What follows belongs to an exercise in optimizing a design on an open flow for small area and a short achievable clock period; a production flow would make more cautious choices.
Where RTL was checked, it was by simulation tests only, not by an equivalence proof against the original.
Power is estimated from default activity; no workload was simulated.

// fp32_mul
module fp32_mul(
    input wire clk,
    input wire [31:0] a,         
    input wire [31:0] b,         
    input wire [2:0] rm,         
    output reg [31:0] result,    
    output wire nv,              
    output wire of,              
    output wire uf,              
    output wire nx               
);
For scale: about 2500 cells after synthesis, ~100 I/O pins, about 0.025 mm^2 of cells after synthesis.
Settings: LEC_CHECK=0, CAP_MARGIN=20, CORE_MARGIN=2, CORE_UTILIZATION=40, CTS_CLUSTER_DIAMETER=80, CTS_CLUSTER_SIZE=20, SETUP_SLACK_MARGIN=3.9, SLEW_MARGIN=20, SYNTH_HIERARCHICAL=1, TNS_END_PERCENT=20; clock period 8.2 ns.
standard.sh (not shown) runs the stock make flow with config.mk's settings and CLKGATE_MAP_FILE= SYNTH_SCRIPT=/design/flow/synth_recipe.tcl, a recipe that flattens the netlist after the stock synthesis.
==> flow/flow/run.sh <==
#!/bin/bash
# The standard layout (synthesis included, unchanged), with the input and
# output port buffers that buffer_ports inserts taken as sky130_fd_sc_hd__buf_2
# instead of the delay-cell buffer it picks on its own.
set -euo pipefail
export BUFFER_PORTS_ARGS="-buffer_cell sky130_fd_sc_hd__buf_2"
bash standard.sh > standard.log 2>&1
Edit:
Settings changed: CTS_CLUSTER_DIAMETER 80 to unset, CTS_CLUSTER_SIZE 20 to unset, TNS_END_PERCENT 20 to unset.
Result: The changed run completed without violations. Cell area increases slightly. Wire length rose slightly. Core utilization increases by 0.61 points. Flip-flop and latch count is unchanged. Register-to-register slack gains 0.09 ns.
Edit:
Settings changed: CAP_MARGIN 20 to 0, CTS_CLUSTER_DIAMETER set to 80, CTS_CLUSTER_SIZE set to 20, SLEW_MARGIN 20 to 0.
Outcome:
- total power shrinks by 3.0%
- setup slack degrades by 0.025 ns
- core utilization shrinks by 0.60 points
- count of clock-buffer cells in the layout shrinks by 17
- die area does not change
- final area shrinks by 1.3%
No run of this note included a check of the RTL's function; only the layout flow was run.

========
Another version of the RTL of fp32_mul (not shown whole).
For scale: ~2600 cells after synthesis, ~100 I/O pins, roughly 25000 sq um of cells after synthesis.
==> flow/config.mk <==
export PLATFORM = sky130hd
export DESIGN_NAME = fp32_mul
export DESIGN_NICKNAME = fp32_mul
export VERILOG_FILES = /design/flow/design.v
export SDC_FILE = /design/flow/constraint.sdc
export NUM_CORES = 4
export LEC_CHECK = 0
export CAP_MARGIN = 20
export CORE_MARGIN = 2
export CORE_UTILIZATION = 40
export CTS_CLUSTER_DIAMETER = 80
export CTS_CLUSTER_SIZE = 20
export PLACE_DENSITY = 0.7
export SETUP_SLACK_MARGIN = 3.9
export SLEW_MARGIN = 20
export SYNTH_HIERARCHICAL = 1
==> flow/constraint.sdc <==
create_clock -name core_clock -period 8.2 [get_ports {clk}]
set_input_delay 1.6400 -clock core_clock [delete_from_list [all_inputs] [get_ports {clk}]]
set_output_delay 1.6400 -clock core_clock [all_outputs]
set_load 0.01 [all_outputs]
Scripts as last shown in full above: flow/flow/run.sh
Change:
==> flow/flow/run.sh (replaced) <==
#!/bin/bash
# The standard layout (synthesis included, unchanged), with the input and
# output port buffers that buffer_ports inserts taken as sky130_fd_sc_hd__buf_2
# instead of the delay-cell buffer it picks on its own, and with ORFS's power
# recovery (downsizing cells off the critical paths) after global routing.
set -euo pipefail
export BUFFER_PORTS_ARGS="-buffer_cell sky130_fd_sc_hd__buf_2"
export RECOVER_POWER=100
bash standard.sh > standard.log 2>&1
Settings changed: PLACE_DENSITY 0.7 to not set.
What happened:
- The changed run completed, yet does not pass: capacitance limit, slew limit
- via count came out higher by 1.3%
- sequential cell count stays the same
- final cell count is higher by 0.45%
- non-clock buffer count rose by 15
- hold slack got worse by 0.0059 ns
- core utilization is higher by 0.32 points
- power is higher by 2.2%
- area after synthesis stays the same
- cell area came out higher by 0.71%

========
== amber ==
fp32_mul, a different RTL version from the one above (not shown whole).
For scale: ~100 I/O pins, roughly 0.026 mm² of cells after synthesis.
==> flow/config.mk <==
export PLATFORM = sky130hd
export DESIGN_NAME = fp32_mul
export DESIGN_NICKNAME = fp32_mul
export VERILOG_FILES = /design/flow/design.v
export SDC_FILE = /design/flow/constraint.sdc
export NUM_CORES = 4
export LEC_CHECK = 0
export CAP_MARGIN = 20
export CORE_MARGIN = 2
export CORE_UTILIZATION = 40
export SETUP_SLACK_MARGIN = 3.9
export SLEW_MARGIN = 20
export SYNTH_HIERARCHICAL = 1
==> flow/constraint.sdc <==
create_clock -name core_clock -period 8.2 [get_ports {clk}]
set_input_delay 1.6400 -clock core_clock [delete_from_list [all_inputs] [get_ports {clk}]]
set_output_delay 1.6400 -clock core_clock [all_outputs]
set_load 0.01 [all_outputs]
==> flow/flow/run.sh <==
#!/bin/bash
# The standard layout (synthesis included, unchanged), with the input and
# output port buffers that buffer_ports inserts taken as sky130_fd_sc_hd__buf_2
# instead of the delay-cell buffer it picks on its own.
set -euo pipefail
export BUFFER_PORTS_ARGS="-buffer_cell sky130_fd_sc_hd__buf_2"
bash standard.sh > standard.log 2>&1
--- input diff amber..fjord ---
--- a/flow/config.mk
+++ b/flow/config.mk
@@ -9,5 +9,5 @@
 export CORE_MARGIN = 2
 export CORE_UTILIZATION = 40
-export SETUP_SLACK_MARGIN = 3.9
+export SETUP_SLACK_MARGIN = 4.1
 export SLEW_MARGIN = 20
 export SYNTH_HIERARCHICAL = 1
## What came out
- The CTS clock-pin slew for the worst setup and hold paths was comparable across amber and fjord.
- Compared with amber, fjord shows sequential power higher by about 2%.
- fjord went all the way through synthesis, placement and routing and the layout is clean on timing, DRC and antenna.
- amber → fjord: total vias in the final route went up by 375, multi-input gate count level.

[port drivers added, routing unchanged]
Ports are ideal in the flow. The routed layouts listed here were re-timed in OpenROAD.
Step 1, drivers: a clkbuf_16 drives clk and a buf_2 each remaining input, both assumed.
Step 2 moves the port delays by t, midway between the first and last clock arrival at a register: inputs arrive t later, outputs are due t later. That takes back most of the time a late clock gives input paths.
Three values: ideal, step 1, step 2; two values: the first two.
| run | t (ns) | setup WS [ns] | worst hold slack (ns) | worst setup path after step 2 |
|---|---|---|---|---|
| the first run of note 1 | 0.595 | 3.855 / 3.855 / 3.549 | 0.325 / 0.325 / 0.325 | input to register |
| the second run of note 1 | 0.629 | 3.949 / 3.949 / 3.629 | 0.316 / 0.316 / 0.316 | input to register |
| the third run of note 1 | 0.589 | 3.925 / 3.925 / 3.670 | 0.324 / 0.324 / 0.324 | input to register |
| the first run of note 2 | 0.585 | 3.918 / 3.918 / 3.515 | 0.323 / 0.323 / 0.323 | input to register |
| the second run of note 2 | 0.585 | 2.367 / 2.367 / 2.367 | 0.317 / 0.317 / 0.317 | register to register |
| amber | 0.637 | 3.941 / 3.941 / 3.746 | 0.325 / 0.325 / 0.325 | input to register |
| fjord | 0.637 | 4.063 / 4.063 / 3.851 | 0.326 / 0.326 / 0.326 | input to register |
For the first run of note 2, which loses most, drivers alone change the setup slack by 0.000 ns; drivers and shift together by -0.403 ns.
